Context: an optimization exercise on an open-source flow, tuned for small area and a short achievable clock period. The choices shown serve that exercise and are no tape-out recipe.
The RTL was checked by simulation tests, not by an equivalence proof against the original design.

==> flow/design.v, too long to show whole: its modules and the start of the top module <==
// module DP4_pipe: 188 lines
// module MUL: 332 lines
// module SUM4: 164 lines
// module ADD48: 592 lines
// module ADD52: 640 lines
// module FA: 6 lines
// module HA: 6 lines
module DP4_pipe(
    mode, clk, reset,
    a, b, c, d, e, f, g, h,
    DP4
);
  // ...
==> flow/run.sh <==
#!/bin/bash
# synth_recipe.tcl (not shown) runs the flow's synth.tcl, then flattens the netlist and writes it again
# the make line also repeats each setting of config.mk as NAME=value (left out here)
make -C /OpenROAD-flow-scripts/flow DESIGN_CONFIG=/design/flow/config.mk WORK_HOME=/design/flow/orfs CLKGATE_MAP_FILE= SYNTH_SCRIPT=/design/flow/synth_recipe.tcl finish
==> flow/config.mk <==
export PLATFORM = sky130hd
export DESIGN_NAME = DP4_pipe
export DESIGN_NICKNAME = DP4_pipe
export VERILOG_FILES = /design/flow/design.v
export SDC_FILE = /design/flow/constraint.sdc
export NUM_CORES = 4
export LEC_CHECK = 0
export CAP_MARGIN = 20
export CORE_MARGIN = 2
export CORE_UTILIZATION = 40
export PLACE_DENSITY = 0.6
export SLEW_MARGIN = 20
export SYNTH_HIERARCHICAL = 1
export SYNTH_MINIMUM_KEEP_SIZE = 0
==> flow/constraint.sdc <==
create_clock -name core_clock -period 8.8 [get_ports {clk}]
set_input_delay 1.7600 -clock core_clock [delete_from_list [all_inputs] [get_ports {clk}]]
set_output_delay 1.7600 -clock core_clock [all_outputs]
set_load 0.01 [all_outputs]
==> notes.md, run 1 <==
Status
The flow ran to the end and the layout has no timing, DRC or antenna violations.

Detailed routing
The final layout contains routed wiring with a total length of roughly 370000 um. The average wire per standard cell is around 25 um. The detailed-route via count is 88300. The length of routed wiring on met1 is about 160000 um. After detailed routing, no signal wire sits above met5.

Worst hold path
The path with the worst hold slack has its endpoint at sg2[0]$_DFF_P_. The type of the most critical hold path is reg2reg.

Global routing
The initial antenna violation count is 15. For met1 alone, demand over resource in global routing was 0.365. The global-route wire length before repair is around 560000 um. The highest-utilization routing layer at the global route stage is met2.

Timing
Setup repair after global routing left no endpoint under its margin. Headroom to the max-slew limit came out at 0.177. After layout, the minimum clock period comes to slightly above 7 ns. The count of final hold-check violations came to 0. The slew at the pin closest to its max-slew limit is 1.23 ns.

Placement
Counting tap cells, the placed design contains a total of approximately 14000 instances. The pre-CTS setup slack is approximately 1.6 ns.

Setup path
In this run the critical register-to-register path is captured at e4[7]$_DFF_PP0_. For the worst setup path, the data arrival time is between 7 and 8 ns. For the worst setup path, the data required time is around 9.4 ns. The maximum fanout along the worst path is 49. The critical path in this run is classified as reg2reg. Counting stages on the worst path, the most repeated cell is sky130_fd_sc_hd__a21o_1. The delay of the slowest cell on the worst path is slightly below 0.9 ns.

Die
The floorplan has about 190 rows. Across the placement rows, the number of tap cells is roughly 3500.

Synth
The per-instance average area after synthesis is roughly 9.3 um^2. Counting every instance in the synthesized netlist gives between 10000 and 15000.

Cells and area
There are just under 600 flip-flops and latches. The fraction of final cell area spent on non-clock buffers in this run is 0.0456. The total number of multi-input combinational cells is around 9400.

Of the total standard cell area in the layout, the multi-input combinational portion is 0.774. The register cell area after layout is ~12000 um^2. The fraction of standard cell area that is sequential is 0.109.

Clock tree
The H-tree depth is 3.
==> inputs of run 2 (changes only) <==
--- a/flow/config.mk
+++ b/flow/config.mk
@@ -9,6 +9,7 @@
 export CORE_MARGIN = 2
 export CORE_UTILIZATION = 40
 export PLACE_DENSITY = 0.6
+export SETUP_SLACK_MARGIN = 3.0
 export SLEW_MARGIN = 20
 export SYNTH_HIERARCHICAL = 1
 export SYNTH_MINIMUM_KEEP_SIZE = 0
==> run 2 against run 1 <==
Compared with the run above:
- clock-buffer cell count up 3
- sequential cell count unchanged
- highest routed layer unchanged
==> notes.md, run 2 <==
Global routing
The via count of the first global-routing pass is 91100. The global-route wire length before repair is 557000 um (about the same). In the global route stage, overall resource usage came out at 0.267. The initial antenna violation count was 10 (-5). The maximum number of pins on one net before global-route repair is approximately 130.

The total global routing overflow is 0.

Status
The flow ran to the end and the layout has no timing, DRC or antenna violations.

Detailed routing
The detailed-route wire length came to 369000 um (+0.16%). The total iterations of the first detailed-routing run is 9. After detailed routing, the number of vias per cell comes to between 6 and 7. After detailed routing, the met2 layer carries ~170000 um of wire.

Detailed routing placed a total of 34000 um of wire on met3. The average wire per standard cell was 25.1 um (-1.4%). The length of routed wiring on met1 is 153000 um (-2.2%). The detailed-route via count is 89800 (+1.7%). The highest metal layer carrying signal wires in the routed design is met5.

The count of nets left with antenna violations once routing finished came out at 0. For this run, design rule violations remaining after detail routing come to 0. After the first detailed-routing iteration, the DRC count stood at roughly 10000.

Timing
Hold timing on the final database bottoms out at a slack of about 0.33 ns. The count of final hold-check violations was 0 (unchanged). Setup repair after global routing could not meet its margin everywhere. Setup violations remaining at the end of the flow were counted as 0.

Between clock sinks in the finished design, the worst skew comes to between 0.03 and 0.04 ns. The least setup slack across all paths after layout is between 3 and 4 ns. The max-slew headroom at the worst pin is 0.178 (+0.00157).

In the finished design, the share of the clock period the worst path needs comes to 0.653. The time the worst path needs with I/O delays and setup is 5.75 ns (-1.50 ns). The slew at the pin closest to its max-slew limit is 1.23 ns (-0.00236 ns). The number of pins with negative max-slew slack in the final report is 0. The upper clock frequency limit is 174 MHz.

The sum of negative setup slack is 0 ns.

Setup path
STA classifies the critical path startpoint as a flip-flop. The required time reported for the critical path endpoint is 9.42 ns (about the same). By startpoint and endpoint, the worst setup path is classified as reg2reg. The maximum fanout along the worst path is 13 (-73%). The endpoint kind of the worst setup timing path is a flip-flop. The endpoint arrival time on the critical path was 6.37 ns (-1.48 ns).

Clock tree
The TritonCTS clock tree is yes. The clock latency reported for the late side of the worst-skew pair is 0.74 ns. The longest clock path from root to sink contains 3 buffers. After clock tree synthesis, the clock-pin slew on the worst setup and hold paths is around 0.060 ns. The H-tree depth is 3 (unchanged). The tree is rooted in a sky130_fd_sc_hd__clkbuf_16. Counting every sink on the clock net gives around 590. Clock tree synthesis inserted a total of between 70 and 80 buffers.

Die
The height of the chip is between 500 and 600 um. The initial core utilization is 0.403. In this run the horizontal extent of the chip is ~520 um. The number of I/O pins is approximately 290.

The total area inside the core boundary comes to around 260000 um^2. The die covers between 200000 and 300000 um^2. The cell row count is 187 (unchanged).

Synth
The per-instance average area after synthesis is 9.34 um^2 (unchanged). The warning count from the yosys run is 7. The number of cells produced by synthesis is 11200 (unchanged).

The mapped netlist covers ~100000 um^2.

Cells and area
After the last flow step, the layout net total stands at 13200. The leading cell type in the layout, fill and taps excluded is sky130_fd_sc_hd__xnor2_1. In the final layout, the share of cells above drive strength 1 is 0.119. The layout overhead on the synthesized area is 11.4%. The register with the most flip-flops in the layout has 51 of them. Leaving out fill and tap cells, the most frequent cells in the layout are sky130_fd_sc_hd__xnor2_1, sky130_fd_sc_hd__fa_1, sky130_fd_sc_hd__a22oi_1. Ranked by flip-flop count, first place goes to s3. The final design instance area without fill is 117000 um^2. Once layout is complete, the cells apart from fillers number around 15000.

The fraction of the core area covered by cells at the end of the flow is 0.449.

Placement
The count of input and output buffers is 290. Detailed placement ended at an HPWL of ~270000 um. The congestion estimate from routability-driven global placement came to around 0.95.

The post-detailed-placement cell area is between 100000 and 150000 um^2. The number of placed instances with taps included is 14400 (-0.042%). The pre-CTS setup slack is 1.46 ns (-0.136 ns).

Worst hold path
The type of the most critical hold path is reg2reg.

Job
Max-cap violations in this run came to 0.
[run 2: area by class of cell]
cell class | count | area, um^2
multi-input cells | 9400 | 88000
repair buffers | 793 | 8440
well taps | 3496 | 4370
flip-flops and latches | 593 | 12400
clock buffers | 98 | 2080
diodes | 6 | 15.0
inverters | 295 | 1110
fillers | 24900 | 143000
clock inverters | 35 | 449
[run 2: path summary, 6_finish.rpt]
| kind | startpoint | end | slack [ns] | cells past startpoint |
|---|---|---|---|---|
| worst max-delay path | sab2[5]$_SDFF_PP1_ | s3[48]$_DFF_P_ | 3.05 | 23 |
| worst min-delay path | sg1[0]$_DFF_P_ | sg2[0]$_DFF_P_ | 0.33 | 0 |
| worst max register to register | sab2[5]$_SDFF_PP1_ | s3[48]$_DFF_P_ | 3.05 | 23 |
| worst min register to register | sg1[0]$_DFF_P_ | sg2[0]$_DFF_P_ | 0.33 | 0 |
| max in group asynchronous | reset | n4[13]$_DFF_PP0_ | 6.98 | 3 |
| min in group asynchronous | reset | n4[1]$_DFF_PP0_ | 1.48 | 3 |
[run 2: timing repair]
item | in CTS | in global routing
endpoints found under the setup margin | 179 | 137
hold buffers | 0 | 0
buffers inserted | 67 | 135
cloned | 12 | 10
pin swaps | 25 | 97
resized for setup | 351 | 499
[run 2: metal layers]
metal	vias to the layer above	track usage
met2	5033	0.419
met3	978	0.0531
met5	-	0
met4	4	0.110
li1	39400	-
met1	44400	0.358
[run 2: worst max-delay path: stages (launching register included)]
cell	delay (ns)
sky130_fd_sc_hd__dfxtp_4	0.38
sky130_fd_sc_hd__buf_12	0.16
sky130_fd_sc_hd__nor2b_4	0.15
sky130_fd_sc_hd__buf_4	0.14
sky130_fd_sc_hd__a21oi_1	0.20
sky130_fd_sc_hd__nand2_1	0.08
sky130_fd_sc_hd__o21ai_0	0.09
sky130_fd_sc_hd__mux2i_1	0.13
sky130_fd_sc_hd__mux4_2	0.51
sky130_fd_sc_hd__xor2_2	0.21
sky130_fd_sc_hd__fa_2	0.43
sky130_fd_sc_hd__fa_1	0.49
sky130_fd_sc_hd__fa_1	0.58
sky130_fd_sc_hd__inv_1	0.06
sky130_fd_sc_hd__fa_2	0.37
sky130_fd_sc_hd__nor2b_4	0.16
sky130_fd_sc_hd__o31ai_4	0.08
sky130_fd_sc_hd__a21oi_2	0.20
sky130_fd_sc_hd__a22oi_2	0.11
sky130_fd_sc_hd__a21oi_2	0.24
sky130_fd_sc_hd__a21oi_2	0.13
sky130_fd_sc_hd__o21a_1	0.20
sky130_fd_sc_hd__or3_1	0.36
sky130_fd_sc_hd__o211ai_1	0.18

[separate check: timing with driven ports]
No port has a modelled driver above. Below, the same layouts with a new extraction and two added sets of constraints.
Step 1 assumes that a clkbuf_16 drives the clock port and a buf_2 every other input.
Step 2, shift: input delay + t, output delay - t, t = (earliest + latest rising clock arrival at the registers) / 2. This alone moves slack from input paths to output paths.
Three values: no drivers, after step 1, after step 2; two values: the first two.
run | t, ns | setup WS [ns] | worst setup path after step 2 | worst register clock-pin slew, ns | cell pins on the clock port's net
run 1 | 0.790 | 1.551 / 1.551 / 1.551 | register to register | 0.07 / 0.07 | 1
run 2 | 0.806 | 3.050 / 3.050 / 3.050 | register to register | 0.07 / 0.07 | 1
After both steps every run listed still meets setup and hold.
